Background: an optimization exercise with open tools, aiming at small area. Do not read the settings as production practice.
At most, simulation tests tie the RTL to the original design; equivalence was not proved. The flow treats the clock pin as an ideal source, which a real chip does not have.

==> job 489: inputs <==
==> flow/design.v <==
module buffer_1loc
#(
    parameter WIDTH = 64,
    parameter [WIDTH - 1:0] ZERO = 0
)
(
    input clk, reset,                  
    input we,                          
    input re,                          
    input [WIDTH - 1:0] din,
    output [WIDTH - 1:0] a_data, b_data,
    output reg a_full, b_full
);
    reg [WIDTH - 1:0] a_mem, b_mem;
    genvar i;
    generate
        for (i = 0; i < WIDTH; i = i + 1) begin : bit_g
            if (ZERO[i]) begin : z
                assign a_data[i] = 1'b0;
                assign b_data[i] = 1'b0;
            end else begin : s
                always @(posedge clk) begin
                    a_mem[i] <= b_full ? b_mem[i] : din[i];
                    b_mem[i] <= a_mem[i];
                end
                assign a_data[i] = a_mem[i];
                assign b_data[i] = b_mem[i];
            end
        end
    endgenerate
    always @(posedge clk) begin
        if (reset) begin
            a_full <= 1'b0;
            b_full <= 1'b0;
        end else begin
            a_full <= b_full | we;
            b_full <= a_full & ~re;
        end
    end
endmodule
module rotating_prioritizer
#(
    parameter initial_value = 1  
)
(
    input clk, reset,
    input rq_0, rq_1,
    output gt_0, gt_1
);
    reg cur_last, oth_last;
    assign gt_0 = rq_0 & (cur_last | ~rq_1);
    assign gt_1 = rq_1 & (~cur_last | ~rq_0);
    always @(posedge clk) begin
        if (reset) begin
            cur_last <= initial_value;
            oth_last <= initial_value;
        end else begin
            cur_last <= oth_last;
            oth_last <= (rq_0 & rq_1) ? gt_1 : initial_value;
        end
    end
endmodule
module cardinal_router
#(
    parameter PACKET_SIZE = 64
)
(
    input clk, reset,
    input cwsi, output cwri, input [PACKET_SIZE - 1:0] cwdi,
    input ccwsi, output ccwri, input [PACKET_SIZE - 1:0] ccwdi,
    input pesi, output peri, input [PACKET_SIZE - 1:0] pedi,
    output cwso, input cwro, output [PACKET_SIZE - 1:0] cwdo,
    output ccwso, input ccwro, output [PACKET_SIZE - 1:0] ccwdo,
    output peso, input pero, output [PACKET_SIZE - 1:0] pedo
);
    localparam [PACKET_SIZE - 1:0] Z1 = 64'h0080_0000_0000_0000;
    localparam [PACKET_SIZE - 1:0] Z2 = 64'h00c0_0000_0000_0000;
    function [PACKET_SIZE - 1:0] shift_hop(input [PACKET_SIZE - 1:0] p);
        shift_hop = {p[63:56], 1'b0, p[55:49], p[47:0]};
    endfunction
    wire [PACKET_SIZE - 1:0] cwi_d, ccwi_d, pei_d;
    wire cwi_f, ccwi_f, pei_f;
    wire cwi_bf, ccwi_bf, pei_bf;
    wire re_cwi, re_ccwi, re_pei;
    wire [PACKET_SIZE - 1:0] di_cwo, di_ccwo, di_peo;
    wire cwo_af, ccwo_af, peo_af;
    wire cwo_f, ccwo_f, peo_f;
    wire we_cwo, we_ccwo, we_peo;
    buffer_1loc #(.WIDTH(PACKET_SIZE), .ZERO(Z1)) buf_cwi (
        .clk(clk), .reset(reset), .we(cwsi), .re(re_cwi), .din(cwdi),
        .a_data(cwi_d), .b_data(), .a_full(cwi_f), .b_full(cwi_bf));
    buffer_1loc #(.WIDTH(PACKET_SIZE), .ZERO(Z1)) buf_ccwi (
        .clk(clk), .reset(reset), .we(ccwsi), .re(re_ccwi), .din(ccwdi),
        .a_data(ccwi_d), .b_data(), .a_full(ccwi_f), .b_full(ccwi_bf));
    buffer_1loc #(.WIDTH(PACKET_SIZE), .ZERO(64'd0)) buf_pei (
        .clk(clk), .reset(reset), .we(pesi), .re(re_pei), .din(pedi),
        .a_data(pei_d), .b_data(), .a_full(pei_f), .b_full(pei_bf));
    assign cwri = ~cwi_bf;
    assign ccwri = ~ccwi_bf;
    assign peri = ~pei_bf;
    buffer_1loc #(.WIDTH(PACKET_SIZE), .ZERO(Z1)) buf_cwo (
        .clk(clk), .reset(reset), .we(we_cwo), .re(cwro), .din(di_cwo),
        .a_data(cwdo), .b_data(), .a_full(cwo_af), .b_full(cwo_f));
    buffer_1loc #(.WIDTH(PACKET_SIZE), .ZERO(Z1)) buf_ccwo (
        .clk(clk), .reset(reset), .we(we_ccwo), .re(ccwro), .din(di_ccwo),
        .a_data(ccwdo), .b_data(), .a_full(ccwo_af), .b_full(ccwo_f));
    buffer_1loc #(.WIDTH(PACKET_SIZE), .ZERO(Z2)) buf_peo (
        .clk(clk), .reset(reset), .we(we_peo), .re(pero), .din(di_peo),
        .a_data(pedo), .b_data(), .a_full(peo_af), .b_full(peo_f));
    assign cwso = cwo_af & cwro;
    assign ccwso = ccwo_af & ccwro;
    assign peso = peo_af & pero;
    wire rq_cwi_cwo = cwi_f & cwi_d[48] & ~cwo_f;
    wire rq_cwi_peo = cwi_f & ~cwi_d[48] & ~peo_f;
    wire rq_ccwi_ccwo = ccwi_f & ccwi_d[48] & ~ccwo_f;
    wire rq_ccwi_peo = ccwi_f & ~ccwi_d[48] & ~peo_f;
    wire rq_pei_cwo = pei_f & ~pei_d[62] & ~cwo_f;
    wire rq_pei_ccwo = pei_f & pei_d[62] & ~ccwo_f;
    wire gt_cwi_cwo, gt_pei_cwo, gt_ccwi_ccwo, gt_pei_ccwo, gt_cwi_peo, gt_ccwi_peo;
    rotating_prioritizer #(.initial_value(1)) arbitor_cwo (
        .clk(clk), .reset(reset), .rq_0(rq_cwi_cwo), .rq_1(rq_pei_cwo),
        .gt_0(gt_cwi_cwo), .gt_1(gt_pei_cwo));
    rotating_prioritizer #(.initial_value(1)) arbitor_ccwo (
        .clk(clk), .reset(reset), .rq_0(rq_ccwi_ccwo), .rq_1(rq_pei_ccwo),
        .gt_0(gt_ccwi_ccwo), .gt_1(gt_pei_ccwo));
    rotating_prioritizer #(.initial_value(1)) arbitor_peo (
        .clk(clk), .reset(reset), .rq_0(rq_cwi_peo), .rq_1(rq_ccwi_peo),
        .gt_0(gt_cwi_peo), .gt_1(gt_ccwi_peo));
    assign re_cwi = gt_cwi_cwo | gt_cwi_peo;
    assign re_ccwi = gt_ccwi_ccwo | gt_ccwi_peo;
    assign re_pei = gt_pei_cwo | gt_pei_ccwo;
    assign we_cwo = gt_cwi_cwo | gt_pei_cwo;
    assign we_ccwo = gt_ccwi_ccwo | gt_pei_ccwo;
    assign we_peo = gt_cwi_peo | gt_ccwi_peo;
    assign di_cwo = shift_hop(gt_pei_cwo ? pei_d : cwi_d);
    assign di_ccwo = shift_hop(gt_pei_ccwo ? pei_d : ccwi_d);
    assign di_peo = shift_hop(gt_ccwi_peo ? ccwi_d : cwi_d);
endmodule
module cardinal_ring
#(
    parameter PAC_SIZE = 64
)
(
    input clk, reset,  
    input node0_pesi, node0_pero,
    output node0_peri, node0_peso,
    input [PAC_SIZE - 1:0] node0_pedi,
    output [PAC_SIZE - 1:0] node0_pedo,
    input node1_pesi, node1_pero,
    output node1_peri, node1_peso,
    input [PAC_SIZE - 1:0] node1_pedi,
    output [PAC_SIZE - 1:0] node1_pedo,
    input node2_pesi, node2_pero,
    output node2_peri, node2_peso,
    input [PAC_SIZE - 1:0] node2_pedi,
    output [PAC_SIZE - 1:0] node2_pedo,
    input node3_pesi, node3_pero,
    output node3_peri, node3_peso,
    input [PAC_SIZE - 1:0] node3_pedi,
    output [PAC_SIZE - 1:0] node3_pedo,
    output node0_polarity, node1_polarity, node2_polarity, node3_polarity
);
    reg polarity;
    always @(posedge clk)
    begin
        if (reset) polarity <= 1;
        else polarity <= ~polarity;
    end
    assign node0_polarity = polarity;
    assign node1_polarity = polarity;
    assign node2_polarity = polarity;
    assign node3_polarity = polarity;
    wire cwr_0, cwr_1, cwr_2, cwr_3;
    wire cws_0, cws_1, cws_2, cws_3;
    wire [PAC_SIZE - 1:0] cwd_0, cwd_1, cwd_2, cwd_3;
    wire ccwr_0, ccwr_1, ccwr_2, ccwr_3;
    wire ccws_0, ccws_1, ccws_2, ccws_3;
    wire [PAC_SIZE - 1:0] ccwd_0, ccwd_1, ccwd_2, ccwd_3;
    cardinal_router #(.PACKET_SIZE(PAC_SIZE)) router_0 (
        .clk(clk), .reset(reset),
        .cwsi(cws_3), .cwri(cwr_3), .cwdi(cwd_3),
        .ccwsi(ccws_1), .ccwri(ccwr_1), .ccwdi(ccwd_1),
        .pesi(node0_pesi), .peri(node0_peri), .pedi(node0_pedi),
        .cwso(cws_0), .cwro(cwr_0), .cwdo(cwd_0),
        .ccwso(ccws_0), .ccwro(ccwr_0), .ccwdo(ccwd_0),
        .peso(node0_peso), .pero(node0_pero), .pedo(node0_pedo));
    cardinal_router #(.PACKET_SIZE(PAC_SIZE)) router_1 (
        .clk(clk), .reset(reset),
        .cwsi(cws_0), .cwri(cwr_0), .cwdi(cwd_0),
        .ccwsi(ccws_2), .ccwri(ccwr_2), .ccwdi(ccwd_2),
        .pesi(node1_pesi), .peri(node1_peri), .pedi(node1_pedi),
        .cwso(cws_1), .cwro(cwr_1), .cwdo(cwd_1),
        .ccwso(ccws_1), .ccwro(ccwr_1), .ccwdo(ccwd_1),
        .peso(node1_peso), .pero(node1_pero), .pedo(node1_pedo));
    cardinal_router #(.PACKET_SIZE(PAC_SIZE)) router_2 (
        .clk(clk), .reset(reset),
        .cwsi(cws_1), .cwri(cwr_1), .cwdi(cwd_1),
        .ccwsi(ccws_3), .ccwri(ccwr_3), .ccwdi(ccwd_3),
        .pesi(node2_pesi), .peri(node2_peri), .pedi(node2_pedi),
        .cwso(cws_2), .cwro(cwr_2), .cwdo(cwd_2),
        .ccwso(ccws_2), .ccwro(ccwr_2), .ccwdo(ccwd_2),
        .peso(node2_peso), .pero(node2_pero), .pedo(node2_pedo));
    cardinal_router #(.PACKET_SIZE(PAC_SIZE)) router_3 (
        .clk(clk), .reset(reset),
        .cwsi(cws_2), .cwri(cwr_2), .cwdi(cwd_2),
        .ccwsi(ccws_0), .ccwri(ccwr_0), .ccwdi(ccwd_0),
        .pesi(node3_pesi), .peri(node3_peri), .pedi(node3_pedi),
        .cwso(cws_3), .cwro(cwr_3), .cwdo(cwd_3),
        .ccwso(ccws_3), .ccwro(ccwr_3), .ccwdo(ccwd_3),
        .peso(node3_peso), .pero(node3_pero), .pedo(node3_pedo));
endmodule
==> flow/run.sh <==
#!/bin/bash
# synth_recipe.tcl (not shown) runs the flow's synth.tcl, then flattens the netlist and writes it again
# the make line also repeats each setting of config.mk as NAME=value (left out here)
make -C /OpenROAD-flow-scripts/flow DESIGN_CONFIG=/design/flow/config.mk WORK_HOME=/design/flow/orfs CLKGATE_MAP_FILE= SYNTH_SCRIPT=/design/flow/synth_recipe.tcl finish
==> flow/config.mk <==
export PLATFORM = sky130hd
export DESIGN_NAME = cardinal_ring
export DESIGN_NICKNAME = cardinal_ring
export VERILOG_FILES = /design/flow/design.v
export SDC_FILE = /design/flow/constraint.sdc
export NUM_CORES = 4
export LEC_CHECK = 0
export CAP_MARGIN = 20
export CORE_MARGIN = 2
export CORE_UTILIZATION = 40
export PLACE_DENSITY = 0.6
export SLEW_MARGIN = 20
==> flow/constraint.sdc <==
create_clock -name core_clock -period 4.5 [get_ports {clk}]
set_input_delay 0.9000 -clock core_clock [delete_from_list [all_inputs] [get_ports {clk}]]
set_output_delay 0.9000 -clock core_clock [all_outputs]
set_load 0.01 [all_outputs]
==> inputs of job 9102, as changes to job 489 <==
--- a/flow/design.v
+++ b/flow/design.v
@@ -2,5 +2,6 @@
 #(
     parameter WIDTH = 64,
-    parameter [WIDTH - 1:0] ZERO = 0
+    parameter [WIDTH - 1:0] ZERO = 0,
+    parameter [WIDTH - 1:0] ONE = 0
 )
 (
@@ -9,8 +10,9 @@
     input re,                          
     input [WIDTH - 1:0] din,
-    output [WIDTH - 1:0] a_data, b_data,
+    output [WIDTH - 1:0] a_data,
     output reg a_full, b_full
 );
     reg [WIDTH - 1:0] a_mem, b_mem;
+    wire b_empty = ~b_full;
     genvar i;
     generate
@@ -18,12 +20,14 @@
             if (ZERO[i]) begin : z
                 assign a_data[i] = 1'b0;
-                assign b_data[i] = 1'b0;
+            end else if (ONE[i]) begin : o
+                assign a_data[i] = 1'b1;
             end else begin : s
+                wire nxt;
+                and_or2 sel (.s0(b_full), .d0(b_mem[i]), .s1(b_empty), .d1(din[i]), .y(nxt));
                 always @(posedge clk) begin
-                    a_mem[i] <= b_full ? b_mem[i] : din[i];
+                    a_mem[i] <= nxt;
                     b_mem[i] <= a_mem[i];
                 end
                 assign a_data[i] = a_mem[i];
-                assign b_data[i] = b_mem[i];
             end
         end
@@ -38,4 +42,54 @@
         end
     end
+endmodule
+module buffer_1loc_2src
+#(
+    parameter WIDTH = 64,
+    parameter [WIDTH - 1:0] ZERO = 0,
+    parameter [WIDTH - 1:0] ONE = 0
+)
+(
+    input clk, reset,                  
+    input s0, s1,                      
+    input re,                          
+    input [WIDTH - 1:0] din0, din1,
+    output [WIDTH - 1:0] a_data,
+    output reg a_full, b_full
+);
+    reg [WIDTH - 1:0] a_mem, b_mem;
+    genvar i;
+    generate
+        for (i = 0; i < WIDTH; i = i + 1) begin : bit_g
+            if (ZERO[i]) begin : z
+                assign a_data[i] = 1'b0;
+            end else if (ONE[i]) begin : o
+                assign a_data[i] = 1'b1;
+            end else begin : s
+                wire nxt;
+                and_or3 sel (.s0(b_full), .d0(b_mem[i]), .s1(s0), .d1(din0[i]),
+                             .s2(s1), .d2(din1[i]), .y(nxt));
+                always @(posedge clk) begin
+                    a_mem[i] <= nxt;
+                    b_mem[i] <= a_mem[i];
+                end
+                assign a_data[i] = a_mem[i];
+            end
+        end
+    endgenerate
+    always @(posedge clk) begin
+        if (reset) begin
+            a_full <= 1'b0;
+            b_full <= 1'b0;
+        end else begin
+            a_full <= b_full | s0 | s1;
+            b_full <= a_full & ~re;
+        end
+    end
+endmodule
+module and_or2 (input s0, d0, s1, d1, output y);
+    assign y = (s0 & d0) | (s1 & d1);
+endmodule
+module and_or3 (input s0, d0, s1, d1, s2, d2, output y);
+    assign y = (s0 & d0) | (s1 & d1) | (s2 & d2);
 endmodule
 module rotating_prioritizer
@@ -76,4 +130,5 @@
     localparam [PACKET_SIZE - 1:0] Z1 = 64'h0080_0000_0000_0000;
     localparam [PACKET_SIZE - 1:0] Z2 = 64'h00c0_0000_0000_0000;
+    localparam [PACKET_SIZE - 1:0] DIR = 64'h4000_0000_0000_0000;
     function [PACKET_SIZE - 1:0] shift_hop(input [PACKET_SIZE - 1:0] p);
         shift_hop = {p[63:56], 1'b0, p[55:49], p[47:0]};
@@ -83,29 +138,27 @@
     wire cwi_bf, ccwi_bf, pei_bf;
     wire re_cwi, re_ccwi, re_pei;
-    wire [PACKET_SIZE - 1:0] di_cwo, di_ccwo, di_peo;
     wire cwo_af, ccwo_af, peo_af;
     wire cwo_f, ccwo_f, peo_f;
-    wire we_cwo, we_ccwo, we_peo;
-    buffer_1loc #(.WIDTH(PACKET_SIZE), .ZERO(Z1)) buf_cwi (
+    buffer_1loc #(.WIDTH(PACKET_SIZE), .ZERO(Z1 | DIR)) buf_cwi (
         .clk(clk), .reset(reset), .we(cwsi), .re(re_cwi), .din(cwdi),
-        .a_data(cwi_d), .b_data(), .a_full(cwi_f), .b_full(cwi_bf));
-    buffer_1loc #(.WIDTH(PACKET_SIZE), .ZERO(Z1)) buf_ccwi (
+        .a_data(cwi_d), .a_full(cwi_f), .b_full(cwi_bf));
+    buffer_1loc #(.WIDTH(PACKET_SIZE), .ZERO(Z1), .ONE(DIR)) buf_ccwi (
         .clk(clk), .reset(reset), .we(ccwsi), .re(re_ccwi), .din(ccwdi),
-        .a_data(ccwi_d), .b_data(), .a_full(ccwi_f), .b_full(ccwi_bf));
+        .a_data(ccwi_d), .a_full(ccwi_f), .b_full(ccwi_bf));
     buffer_1loc #(.WIDTH(PACKET_SIZE), .ZERO(64'd0)) buf_pei (
         .clk(clk), .reset(reset), .we(pesi), .re(re_pei), .din(pedi),
-        .a_data(pei_d), .b_data(), .a_full(pei_f), .b_full(pei_bf));
+        .a_data(pei_d), .a_full(pei_f), .b_full(pei_bf));
     assign cwri = ~cwi_bf;
     assign ccwri = ~ccwi_bf;
     assign peri = ~pei_bf;
-    buffer_1loc #(.WIDTH(PACKET_SIZE), .ZERO(Z1)) buf_cwo (
-        .clk(clk), .reset(reset), .we(we_cwo), .re(cwro), .din(di_cwo),
-        .a_data(cwdo), .b_data(), .a_full(cwo_af), .b_full(cwo_f));
-    buffer_1loc #(.WIDTH(PACKET_SIZE), .ZERO(Z1)) buf_ccwo (
-        .clk(clk), .reset(reset), .we(we_ccwo), .re(ccwro), .din(di_ccwo),
-        .a_data(ccwdo), .b_data(), .a_full(ccwo_af), .b_full(ccwo_f));
-    buffer_1loc #(.WIDTH(PACKET_SIZE), .ZERO(Z2)) buf_peo (
-        .clk(clk), .reset(reset), .we(we_peo), .re(pero), .din(di_peo),
-        .a_data(pedo), .b_data(), .a_full(peo_af), .b_full(peo_f));
+    buffer_1loc_2src #(.WIDTH(PACKET_SIZE), .ZERO(Z1 | DIR)) buf_cwo (
+        .clk(clk), .reset(reset), .re(cwro), .s0(gt_cwi_cwo), .din0(shift_hop(cwi_d)), .s1(gt_pei_cwo), .din1(shift_hop(pei_d)),
+        .a_data(cwdo), .a_full(cwo_af), .b_full(cwo_f));
+    buffer_1loc_2src #(.WIDTH(PACKET_SIZE), .ZERO(Z1), .ONE(DIR)) buf_ccwo (
+        .clk(clk), .reset(reset), .re(ccwro), .s0(gt_ccwi_ccwo), .din0(shift_hop(ccwi_d)), .s1(gt_pei_ccwo), .din1(shift_hop(pei_d)),
+        .a_data(ccwdo), .a_full(ccwo_af), .b_full(ccwo_f));
+    buffer_1loc_2src #(.WIDTH(PACKET_SIZE), .ZERO(Z2)) buf_peo (
+        .clk(clk), .reset(reset), .re(pero), .s0(gt_cwi_peo), .din0(shift_hop(cwi_d)), .s1(gt_ccwi_peo), .din1(shift_hop(ccwi_d)),
+        .a_data(pedo), .a_full(peo_af), .b_full(peo_f));
     assign cwso = cwo_af & cwro;
     assign ccwso = ccwo_af & ccwro;
@@ -130,10 +183,4 @@
     assign re_ccwi = gt_ccwi_ccwo | gt_ccwi_peo;
     assign re_pei = gt_pei_cwo | gt_pei_ccwo;
-    assign we_cwo = gt_cwi_cwo | gt_pei_cwo;
-    assign we_ccwo = gt_ccwi_ccwo | gt_pei_ccwo;
-    assign we_peo = gt_cwi_peo | gt_ccwi_peo;
-    assign di_cwo = shift_hop(gt_pei_cwo ? pei_d : cwi_d);
-    assign di_ccwo = shift_hop(gt_pei_ccwo ? pei_d : ccwi_d);
-    assign di_peo = shift_hop(gt_ccwi_peo ? ccwi_d : cwi_d);
 endmodule
 module cardinal_ring
==> flow/flow/run.sh (new file) <==
#!/bin/bash
# Standard ORFS layout, with the smallest buffer on the ports and a clock tree
# without dummy loads and with larger sink clusters.
set -euo pipefail
export BUFFER_PORTS_ARGS="-buffer_cell sky130_fd_sc_hd__buf_1"
export CTS_ARGS="-sink_clustering_enable -repair_clock_nets -dont_use_dummy_load -sink_clustering_size 30 -sink_clustering_max_diameter 100"
bash standard.sh > standard.log 2>&1
==> flow/standard.sh (new file) <==
#!/bin/bash
# synth_recipe.tcl (not shown) runs the flow's synth.tcl, then flattens the netlist and writes it again
# the make line also repeats each setting of config.mk as NAME=value (left out here)
make -C /OpenROAD-flow-scripts/flow DESIGN_CONFIG=/design/flow/config.mk WORK_HOME=/design/flow/orfs CLKGATE_MAP_FILE= SYNTH_SCRIPT=/design/flow/synth_recipe.tcl "${@:-finish}"
CAP_MARGIN = 0   (was 20)
CORE_UTILIZATION = 60   (was 40)
PLACE_DENSITY = 0.75   (was 0.6)
SLEW_MARGIN = 0   (was 20)
SYNTH_HIERARCHICAL = 1   (was not set)
SYNTH_MINIMUM_KEEP_SIZE = 0   (was not set)
removed: flow/run.sh
==> inputs of job 793, as changes to job 489 <==
--- a/flow/design.v
+++ b/flow/design.v
@@ -2,5 +2,6 @@
 #(
     parameter WIDTH = 64,
-    parameter [WIDTH - 1:0] ZERO = 0
+    parameter [WIDTH - 1:0] ZERO = 0,
+    parameter NSRC = 1
 )
 (
@@ -8,5 +9,6 @@
     input we,                          
     input re,                          
-    input [WIDTH - 1:0] din,
+    input s0, s1,                      
+    input [WIDTH - 1:0] din0, din1,    
     output [WIDTH - 1:0] a_data, b_data,
     output reg a_full, b_full
@@ -20,6 +22,13 @@
                 assign b_data[i] = 1'b0;
             end else begin : s
+                wire nxt;
+                if (NSRC == 1) begin : m1
+                    and_or2 sel (.s0(b_full), .d0(b_mem[i]), .s1(~b_full), .d1(din0[i]), .y(nxt));
+                end else begin : m2
+                    and_or3 sel (.s0(b_full), .d0(b_mem[i]), .s1(s0), .d1(din0[i]),
+                                 .s2(s1), .d2(din1[i]), .y(nxt));
+                end
                 always @(posedge clk) begin
-                    a_mem[i] <= b_full ? b_mem[i] : din[i];
+                    a_mem[i] <= nxt;
                     b_mem[i] <= a_mem[i];
                 end
@@ -39,4 +48,10 @@
     end
 endmodule
+module and_or2 (input s0, d0, s1, d1, output y);
+    assign y = (s0 & d0) | (s1 & d1);
+endmodule
+module and_or3 (input s0, d0, s1, d1, s2, d2, output y);
+    assign y = (s0 & d0) | (s1 & d1) | (s2 & d2);
+endmodule
 module rotating_prioritizer
 #(
@@ -83,28 +98,27 @@
     wire cwi_bf, ccwi_bf, pei_bf;
     wire re_cwi, re_ccwi, re_pei;
-    wire [PACKET_SIZE - 1:0] di_cwo, di_ccwo, di_peo;
     wire cwo_af, ccwo_af, peo_af;
     wire cwo_f, ccwo_f, peo_f;
     wire we_cwo, we_ccwo, we_peo;
     buffer_1loc #(.WIDTH(PACKET_SIZE), .ZERO(Z1)) buf_cwi (
-        .clk(clk), .reset(reset), .we(cwsi), .re(re_cwi), .din(cwdi),
+        .clk(clk), .reset(reset), .we(cwsi), .re(re_cwi), .s0(1'b0), .s1(1'b0), .din1(64'd0), .din0(cwdi),
         .a_data(cwi_d), .b_data(), .a_full(cwi_f), .b_full(cwi_bf));
     buffer_1loc #(.WIDTH(PACKET_SIZE), .ZERO(Z1)) buf_ccwi (
-        .clk(clk), .reset(reset), .we(ccwsi), .re(re_ccwi), .din(ccwdi),
+        .clk(clk), .reset(reset), .we(ccwsi), .re(re_ccwi), .s0(1'b0), .s1(1'b0), .din1(64'd0), .din0(ccwdi),
         .a_data(ccwi_d), .b_data(), .a_full(ccwi_f), .b_full(ccwi_bf));
     buffer_1loc #(.WIDTH(PACKET_SIZE), .ZERO(64'd0)) buf_pei (
-        .clk(clk), .reset(reset), .we(pesi), .re(re_pei), .din(pedi),
+        .clk(clk), .reset(reset), .we(pesi), .re(re_pei), .s0(1'b0), .s1(1'b0), .din1(64'd0), .din0(pedi),
         .a_data(pei_d), .b_data(), .a_full(pei_f), .b_full(pei_bf));
     assign cwri = ~cwi_bf;
     assign ccwri = ~ccwi_bf;
     assign peri = ~pei_bf;
-    buffer_1loc #(.WIDTH(PACKET_SIZE), .ZERO(Z1)) buf_cwo (
-        .clk(clk), .reset(reset), .we(we_cwo), .re(cwro), .din(di_cwo),
+    buffer_1loc #(.WIDTH(PACKET_SIZE), .ZERO(Z1), .NSRC(2)) buf_cwo (
+        .clk(clk), .reset(reset), .we(we_cwo), .re(cwro), .s0(gt_cwi_cwo), .din0(shift_hop(cwi_d)), .s1(gt_pei_cwo), .din1(shift_hop(pei_d)),
         .a_data(cwdo), .b_data(), .a_full(cwo_af), .b_full(cwo_f));
-    buffer_1loc #(.WIDTH(PACKET_SIZE), .ZERO(Z1)) buf_ccwo (
-        .clk(clk), .reset(reset), .we(we_ccwo), .re(ccwro), .din(di_ccwo),
+    buffer_1loc #(.WIDTH(PACKET_SIZE), .ZERO(Z1), .NSRC(2)) buf_ccwo (
+        .clk(clk), .reset(reset), .we(we_ccwo), .re(ccwro), .s0(gt_ccwi_ccwo), .din0(shift_hop(ccwi_d)), .s1(gt_pei_ccwo), .din1(shift_hop(pei_d)),
         .a_data(ccwdo), .b_data(), .a_full(ccwo_af), .b_full(ccwo_f));
-    buffer_1loc #(.WIDTH(PACKET_SIZE), .ZERO(Z2)) buf_peo (
-        .clk(clk), .reset(reset), .we(we_peo), .re(pero), .din(di_peo),
+    buffer_1loc #(.WIDTH(PACKET_SIZE), .ZERO(Z2), .NSRC(2)) buf_peo (
+        .clk(clk), .reset(reset), .we(we_peo), .re(pero), .s0(gt_cwi_peo), .din0(shift_hop(cwi_d)), .s1(gt_ccwi_peo), .din1(shift_hop(ccwi_d)),
         .a_data(pedo), .b_data(), .a_full(peo_af), .b_full(peo_f));
     assign cwso = cwo_af & cwro;
@@ -133,7 +147,4 @@
     assign we_ccwo = gt_ccwi_ccwo | gt_pei_ccwo;
     assign we_peo = gt_cwi_peo | gt_ccwi_peo;
-    assign di_cwo = shift_hop(gt_pei_cwo ? pei_d : cwi_d);
-    assign di_ccwo = shift_hop(gt_pei_ccwo ? pei_d : ccwi_d);
-    assign di_peo = shift_hop(gt_ccwi_peo ? ccwi_d : cwi_d);
 endmodule
 module cardinal_ring
==> flow/flow/run.sh (new file) <==
#!/bin/bash
# Standard ORFS layout, with smaller port buffers and a clock tree without
# dummy loads and with larger sink clusters.
set -euo pipefail
export BUFFER_PORTS_ARGS="-buffer_cell sky130_fd_sc_hd__buf_1"
export CTS_ARGS="-sink_clustering_enable -repair_clock_nets -dont_use_dummy_load -sink_clustering_size 30 -sink_clustering_max_diameter 100"
bash standard.sh > standard.log 2>&1
==> flow/standard.sh (new file) <==
#!/bin/bash
# synth_recipe.tcl (not shown) runs the flow's synth.tcl, then flattens the netlist and writes it again
# the make line also repeats each setting of config.mk as NAME=value (left out here)
make -C /OpenROAD-flow-scripts/flow DESIGN_CONFIG=/design/flow/config.mk WORK_HOME=/design/flow/orfs CLKGATE_MAP_FILE= SYNTH_SCRIPT=/design/flow/synth_recipe.tcl "${@:-finish}"
SYNTH_HIERARCHICAL = 1   (was not set)
SYNTH_MINIMUM_KEEP_SIZE = 0   (was not set)
removed: flow/run.sh
==> impl_metrics.env <==
export IMPL_status="finished clean"
export IMPL_p_sw_share_pct=21.7
export IMPL_holdPathStages=2
export IMPL_drive_gt1_share_pct=4.38
export IMPL_seq_power_share_pct=68.2
export IMPL_antenna_found_initial=10
export IMPL_taps=1755
export IMPL_hpwlAfterDp_mm=143
That was job 9102.
==> impl_metrics.env <==
export IMPL_status="finished clean"
export IMPL_cts_tree="built"
export IMPL_taps=2656
export IMPL_holdPathStages=2
export IMPL_hpwlAfterDp_mm=163
export IMPL_drive_gt1_share_pct=4.45
export IMPL_nClkBuffers=114
export IMPL_seq_power_share_pct=67.9
That was job 793.
==> impl_metrics.env <==
export IMPL_hpwlAfterDp_mm=184
export IMPL_seq_power_share_pct=52.9
export IMPL_hold_buffers=0
export IMPL_drive_gt1_share_pct=18.5
export IMPL_grt_pass1_vias=57500
export IMPL_antenna_found_initial=24
export IMPL_finalSetupViolations=0
export IMPL_status="finished clean"
export IMPL_taps=2958
export IMPL_p_sw_share_pct=23.8
export IMPL_synth_async_reset_ratio_pct=0
export IMPL_holdPathStages=0
That was job 489.
Function not checked in job 793: the RTL went through the layout flow alone.

==> static timing again, ports no longer ideal <==
The results above use ideal ports. As a check the final layouts listed here were re-extracted and re-timed, cells and wires unchanged. Step 1 sets driving cells, clkbuf_16 on the clock port and buf_2 on the other inputs (assumed; they add their load-dependent delay and slew). Step 2 also shifts input and output timing later by t, the mid clock arrival at the registers, as if the neighbouring blocks saw the same clock. Three values: ideal, step 1, step 2; two values: the first two.
run	t, ns	setup WS [ns]	worst register clock-pin slew, ns	cell pins on the clock port's net
job 489	1.008	1.259 / 1.167 / 1.495	0.07 / 0.07	1
job 9102	0.842	1.581 / 1.581 / 1.581	0.12 / 0.12	1
job 793	0.867	1.449 / 1.362 / 1.654	0.12 / 0.12	1
After both steps setup and hold are still met in every run listed.
